What follows belongs to an exercise in optimizing a design on an open flow for small area, a short achievable clock period and few clock cycles per item; a production flow would make more cautious choices. RTL that was checked went through simulation tests only; none was proved equivalent to the original. Power and IR drop assume default switching activity.

==> inputs of maple <==
==> flow/design.v (excerpt) <==
module fp32_mul (
    input  wire        clk,
    input  wire        rst,
    input  wire        in_valid,
    input  wire [31:0] op_a,
    input  wire [31:0] op_b,
    output reg         out_valid,
    output reg  [31:0] result
);
export LEC_CHECK = 0
export CAP_MARGIN = 20
export CORE_MARGIN = 2
export CORE_UTILIZATION = 60
export SLEW_MARGIN = 70
export SYNTH_HIERARCHICAL = 1
create_clock -name core_clock -period 11.0 [get_ports {clk}]
standard.sh (not shown) runs the stock make flow with config.mk's settings and CLKGATE_MAP_FILE= SYNTH_SCRIPT=/design/flow/synth_recipe.tcl, a recipe that flattens the netlist after the stock synthesis.
==> flow/flow/run.sh <==
#!/bin/bash
# Layout flow: the standard ORFS flow (standard.sh, unchanged synthesis),
# with the port buffers made from a regular buffer cell rather than the
# delay-buffer cell that buffer_ports picks by default.
set -euo pipefail
cd "$(dirname "$0")/.."
bash standard.sh "BUFFER_PORTS_ARGS=-buffer_cell sky130_fd_sc_hd__buf_2" finish > flow_make.log 2>&1
==> indigo: changes against maple <==
--- a/flow/design.v
+++ b/flow/design.v
@@ -12,22 +12,29 @@
   wire [22:0] fb = op_b[22:0];
   wire a_zero = (ea == 8'h00);
   wire b_zero = (eb == 8'h00);
   wire a_emax = (ea == 8'hFF);
   wire b_emax = (eb == 8'hFF);
   wire special = a_zero | b_zero | a_emax | b_emax;
-  wire [22:0] fb0 = special ? 23'd0 : fb;
-  wire [25:0] bx = {2'b01, fb0, 1'b0};
+  wire [25:0] bx = {2'b01, fb, 1'b0};
   wire [11:0] one0, two0, neg0;
   genvar gi;
   generate
     for (gi = 0; gi < 12; gi = gi + 1) begin : g_booth
-      assign one0[gi] = bx[2*gi+1] ^ bx[2*gi];
-      assign two0[gi] = (bx[2*gi+2] & ~bx[2*gi+1] & ~bx[2*gi]) |
-                        (~bx[2*gi+2] & bx[2*gi+1] & bx[2*gi]);
-      assign neg0[gi] = bx[2*gi+2] & ~(bx[2*gi+1] & bx[2*gi]);
+      wire one_r = bx[2*gi+1] ^ bx[2*gi];
+      wire two_r = (bx[2*gi+2] & ~bx[2*gi+1] & ~bx[2*gi]) |
+                   (~bx[2*gi+2] & bx[2*gi+1] & bx[2*gi]);
+      wire neg_r = bx[2*gi+2] & ~(bx[2*gi+1] & bx[2*gi]);
+      assign one0[gi] = one_r & ~special;
+      if (gi == 11) begin : g_top
+        assign two0[gi] = two_r | special;
+        assign neg0[gi] = neg_r | special;
+      end else begin : g_low
+        assign two0[gi] = two_r & ~special;
+        assign neg0[gi] = neg_r & ~special;
+      end
     end
   endgenerate
   reg        v1, sa1, sb1, az1, bz1, am1, bm1, fbnz1;
   reg [7:0]  ea1, eb1;
   reg [22:0] fa1;
   reg [11:0] one1, two1, neg1;
==> willow: changes against maple <==
--- a/flow/design.v
+++ b/flow/design.v
@@ -12,22 +12,29 @@
   wire [22:0] fb = op_b[22:0];
   wire a_zero = (ea == 8'h00);
   wire b_zero = (eb == 8'h00);
   wire a_emax = (ea == 8'hFF);
   wire b_emax = (eb == 8'hFF);
   wire special = a_zero | b_zero | a_emax | b_emax;
-  wire [22:0] fb0 = special ? 23'd0 : fb;
-  wire [25:0] bx = {2'b01, fb0, 1'b0};
+  wire [25:0] bx = {2'b01, fb, 1'b0};
   wire [11:0] one0, two0, neg0;
   genvar gi;
   generate
     for (gi = 0; gi < 12; gi = gi + 1) begin : g_booth
-      assign one0[gi] = bx[2*gi+1] ^ bx[2*gi];
-      assign two0[gi] = (bx[2*gi+2] & ~bx[2*gi+1] & ~bx[2*gi]) |
-                        (~bx[2*gi+2] & bx[2*gi+1] & bx[2*gi]);
-      assign neg0[gi] = bx[2*gi+2] & ~(bx[2*gi+1] & bx[2*gi]);
+      wire one_r = bx[2*gi+1] ^ bx[2*gi];
+      wire two_r = (bx[2*gi+2] & ~bx[2*gi+1] & ~bx[2*gi]) |
+                   (~bx[2*gi+2] & bx[2*gi+1] & bx[2*gi]);
+      wire neg_r = bx[2*gi+2] & ~(bx[2*gi+1] & bx[2*gi]);
+      assign one0[gi] = one_r & ~special;
+      if (gi == 11) begin : g_top
+        assign two0[gi] = two_r | special;
+        assign neg0[gi] = neg_r | special;
+      end else begin : g_low
+        assign two0[gi] = two_r & ~special;
+        assign neg0[gi] = neg_r & ~special;
+      end
     end
   endgenerate
   reg        v1, sa1, sb1, az1, bz1, am1, bm1, fbnz1;
   reg [7:0]  ea1, eb1;
   reg [22:0] fa1;
   reg [11:0] one1, two1, neg1;
==> flow/flow/run.sh (replaced) <==
#!/bin/bash
# Layout flow: the standard ORFS flow (standard.sh, unchanged synthesis),
# with the port buffers made from a regular buffer cell rather than the
# delay-buffer cell that buffer_ports picks by default, and a clock tree
# built without dummy loads.
set -euo pipefail
cd "$(dirname "$0")/.."
bash standard.sh "BUFFER_PORTS_ARGS=-buffer_cell sky130_fd_sc_hd__buf_1" \
  "CTS_ARGS=-sink_clustering_enable -repair_clock_nets -dont_use_dummy_load -sink_clustering_size 25 -sink_clustering_max_diameter 120" \
  finish > flow_make.log 2>&1
--- a/flow/config.mk
+++ b/flow/config.mk
@@ -5,8 +5,10 @@
 export SDC_FILE = /design/flow/constraint.sdc
 export NUM_CORES = 4
 export LEC_CHECK = 0
 export CAP_MARGIN = 20
 export CORE_MARGIN = 2
 export CORE_UTILIZATION = 60
+export CTS_CLUSTER_DIAMETER = 120
+export CTS_CLUSTER_SIZE = 25
 export SLEW_MARGIN = 70
 export SYNTH_HIERARCHICAL = 1
==> yarrow: changes against maple <==
--- a/flow/design.v
+++ b/flow/design.v
@@ -12,22 +12,29 @@
   wire [22:0] fb = op_b[22:0];
   wire a_zero = (ea == 8'h00);
   wire b_zero = (eb == 8'h00);
   wire a_emax = (ea == 8'hFF);
   wire b_emax = (eb == 8'hFF);
   wire special = a_zero | b_zero | a_emax | b_emax;
-  wire [22:0] fb0 = special ? 23'd0 : fb;
-  wire [25:0] bx = {2'b01, fb0, 1'b0};
+  wire [25:0] bx = {2'b01, fb, 1'b0};
   wire [11:0] one0, two0, neg0;
   genvar gi;
   generate
     for (gi = 0; gi < 12; gi = gi + 1) begin : g_booth
-      assign one0[gi] = bx[2*gi+1] ^ bx[2*gi];
-      assign two0[gi] = (bx[2*gi+2] & ~bx[2*gi+1] & ~bx[2*gi]) |
-                        (~bx[2*gi+2] & bx[2*gi+1] & bx[2*gi]);
-      assign neg0[gi] = bx[2*gi+2] & ~(bx[2*gi+1] & bx[2*gi]);
+      wire one_r = bx[2*gi+1] ^ bx[2*gi];
+      wire two_r = (bx[2*gi+2] & ~bx[2*gi+1] & ~bx[2*gi]) |
+                   (~bx[2*gi+2] & bx[2*gi+1] & bx[2*gi]);
+      wire neg_r = bx[2*gi+2] & ~(bx[2*gi+1] & bx[2*gi]);
+      assign one0[gi] = one_r & ~special;
+      if (gi == 11) begin : g_top
+        assign two0[gi] = two_r | special;
+        assign neg0[gi] = neg_r | special;
+      end else begin : g_low
+        assign two0[gi] = two_r & ~special;
+        assign neg0[gi] = neg_r & ~special;
+      end
     end
   endgenerate
   reg        v1, sa1, sb1, az1, bz1, am1, bm1, fbnz1;
   reg [7:0]  ea1, eb1;
   reg [22:0] fa1;
   reg [11:0] one1, two1, neg1;
==> flow/flow/run.sh (replaced) <==
#!/bin/bash
# Layout flow: the standard ORFS flow (standard.sh, unchanged synthesis)
# with two changes to how the layout is made:
#  - flip-flops that drive many loads get a stronger drive (dfxtp_1 ->
#    dfxtp_4, same cell type) right after synthesis (flow/upsize_ff.tcl);
#  - the port buffers are a regular buffer cell (buf_2) rather than the
#    delay-buffer cell that buffer_ports picks by default;
#  - the clock tree is built without dummy loads.
set -euo pipefail
cd "$(dirname "$0")/.."
PORTS="BUFFER_PORTS_ARGS=-buffer_cell sky130_fd_sc_hd__buf_2"
bash standard.sh "$PORTS" synth > flow_synth.log 2>&1
UPSIZE_DB=orfs/results/sky130hd/fp32_mul/base/1_synth.odb \
  openroad -no_init -exit flow/upsize_ff.tcl > flow_upsize.log 2>&1
bash standard.sh "$PORTS" "CTS_ARGS=-sink_clustering_enable -repair_clock_nets -dont_use_dummy_load -sink_clustering_size 25 -sink_clustering_max_diameter 120" finish > flow_make.log 2>&1
==> flow/flow/upsize_ff.tcl (new file) <==
# Give flip-flops that drive many loads a stronger drive: dfxtp_1 becomes
# dfxtp_4 (same cell type, larger drive strength) when its output reaches
# more than fanout_min cell inputs, counting through the buffers synthesis
# put on the net (global placement removes those buffers).
set db_file $::env(UPSIZE_DB)
set fanout_min 12
read_db $db_file
set block [ord::get_db_block]
set strong [[ord::get_db] findMaster sky130_fd_sc_hd__dfxtp_4]

proc leaves {net depth} {
  set n 0
  foreach it [$net getITerms] {
    if {[$it isOutputSignal]} { continue }
    set inst [$it getInst]
    set m [[$inst getMaster] getName]
    if {$depth < 8 && [regexp {__(clk)?buf_[0-9]+$} $m]} {
      set o [$inst findITerm X]
      if {$o ne "NULL" && [$o getNet] ne "NULL"} {
        incr n [leaves [$o getNet] [expr {$depth + 1}]]
        continue
      }
    }
    incr n
  }
  return $n
}

set n 0
foreach inst [$block getInsts] {
  if {[[$inst getMaster] getName] ne "sky130_fd_sc_hd__dfxtp_1"} { continue }
  set net [[$inst findITerm Q] getNet]
  if {$net eq "NULL"} { continue }
  set f [leaves $net 0]
  if {$f > $fanout_min} {
    puts "upsize [$inst getName] fanout $f"
    $inst swapMaster $strong
    incr n
  }
}
puts "upsized $n flip-flops"
write_db $db_file
--- a/flow/config.mk
+++ b/flow/config.mk
@@ -5,8 +5,10 @@
 export SDC_FILE = /design/flow/constraint.sdc
 export NUM_CORES = 4
 export LEC_CHECK = 0
 export CAP_MARGIN = 20
 export CORE_MARGIN = 2
 export CORE_UTILIZATION = 60
+export CTS_CLUSTER_DIAMETER = 120
+export CTS_CLUSTER_SIZE = 25
 export SLEW_MARGIN = 70
 export SYNTH_HIERARCHICAL = 1
==> comparison table <==
quantity                                                                 maple                 yarrow                 willow                 indigo
Status                                                timing/DRC/antenna clean  timing/DRC/antenna clean  timing/DRC/antenna clean  timing/DRC/antenna clean
Count of H-tree levels built during CTS                                      2                      1                      1                      2
Register share of the cell area                                          24.1%                  25.2%                  25.0%                  24.1%
Cell area reported after detailed placement                        23900 sq um            24400 sq um            23800 sq um            23900 sq um
Comb pwr share                                                           66.1%                  69.0%                  70.2%                  65.4%
Count of cell instances traversed by the critical path                       8                      6                      7                      7
Nonclk inv count                                                           145                    136                    136                    136
Total routing usage reported by global routing                           30.9%                  30.5%                  30.8%                  31.5%
Worst reg2reg path depth                                                     7                      6                      7                      7
NonClk Buf Share                                                         4.40%                  5.76%                  4.14%                  4.57%
Number of cells produced by synthesis                                     2250                   2247                   2247                   2247
Number of vias in the routed layout                                      17000                  16600                  16800                  16900
Die area                                                           39900 sq um            40100 sq um            39800 sq um            39800 sq um
Slowest cell on crit path                               sky130_fd_sc_hd__or4_1  sky130_fd_sc_hd__fa_1  sky130_fd_sc_hd__fa_1  sky130_fd_sc_hd__fa_1
Cell Area, Synth                                                   23000 sq um            23100 sq um            22900 sq um            22900 sq um
Category of the worst setup path launch point                       input port               register               register               register
Met1 usage in global routing                                             42.1%                  44.2%                  44.0%                  43.8%
R2r endpoint                                                            rq[63]                 rq[63]                 rq[72]                 rq[60]
Critical path's most frequent cell                      sky130_fd_sc_hd__or4_1  sky130_fd_sc_hd__fa_1  sky130_fd_sc_hd__fa_1  sky130_fd_sc_hd__fa_1
Wire length of the first global-routing pass                           94.8 mm                96.8 mm                94.4 mm                96.1 mm
Multi-input gate count                                                    1622                   1630                   1630                   1630
Capturing instance or port of the critical path                        neg1[3]                 rq[63]                 rq[72]                 rq[60]
Overall power consumption                                              8780 uW                8270 uW                8100 uW                8700 uW
Synthesized area per cell                                           10.2 sq um             10.3 sq um             10.2 sq um             10.2 sq um
Testbench counts of indigo, summed over its fixed seeds: cycles 16,024, items 16,000.
Testbench counts of willow, summed over its fixed seeds: cycles 16,024, items 16,000.
Testbench counts of yarrow, summed over its fixed seeds: cycles 16,024, items 16,000.
The RTL of maple was laid out without a check of its function.

==> what the ideal ports hide <==
Ports are ideal in the flow. The routed layouts listed here were re-timed in OpenROAD.
Step 1 sets driving cells, clkbuf_16 on the clock port and buf_2 on the other inputs (assumed; they add their load-dependent delay and slew).
Step 2 times the ports against the registers' clock, not the clock port: input delays grow and output delays shrink by t, the midpoint of the rising clock arrivals with the driver on.
Three values: ideal, step 1, step 2; two values: the first two.
| run | shift t [ns] | setup slack, ns | slew at the worst register clock pin (ns) |
|---|---|---|---|
| maple | 0.598 | 7.562 / 7.601 / 7.003 | 0.06 / 0.06 |
| indigo | 0.611 | 7.647 / 7.647 / 7.230 | 0.06 / 0.06 |
| willow | 0.572 | 7.524 / 7.524 / 7.168 | 0.10 / 0.10 |
| yarrow | 0.571 | 7.665 / 7.665 / 7.168 | 0.10 / 0.10 |
After both steps setup and hold are still met in every run listed. The setup slack of maple, which loses most, moves by +0.039 ns with the drivers and by -0.559 ns with both steps.
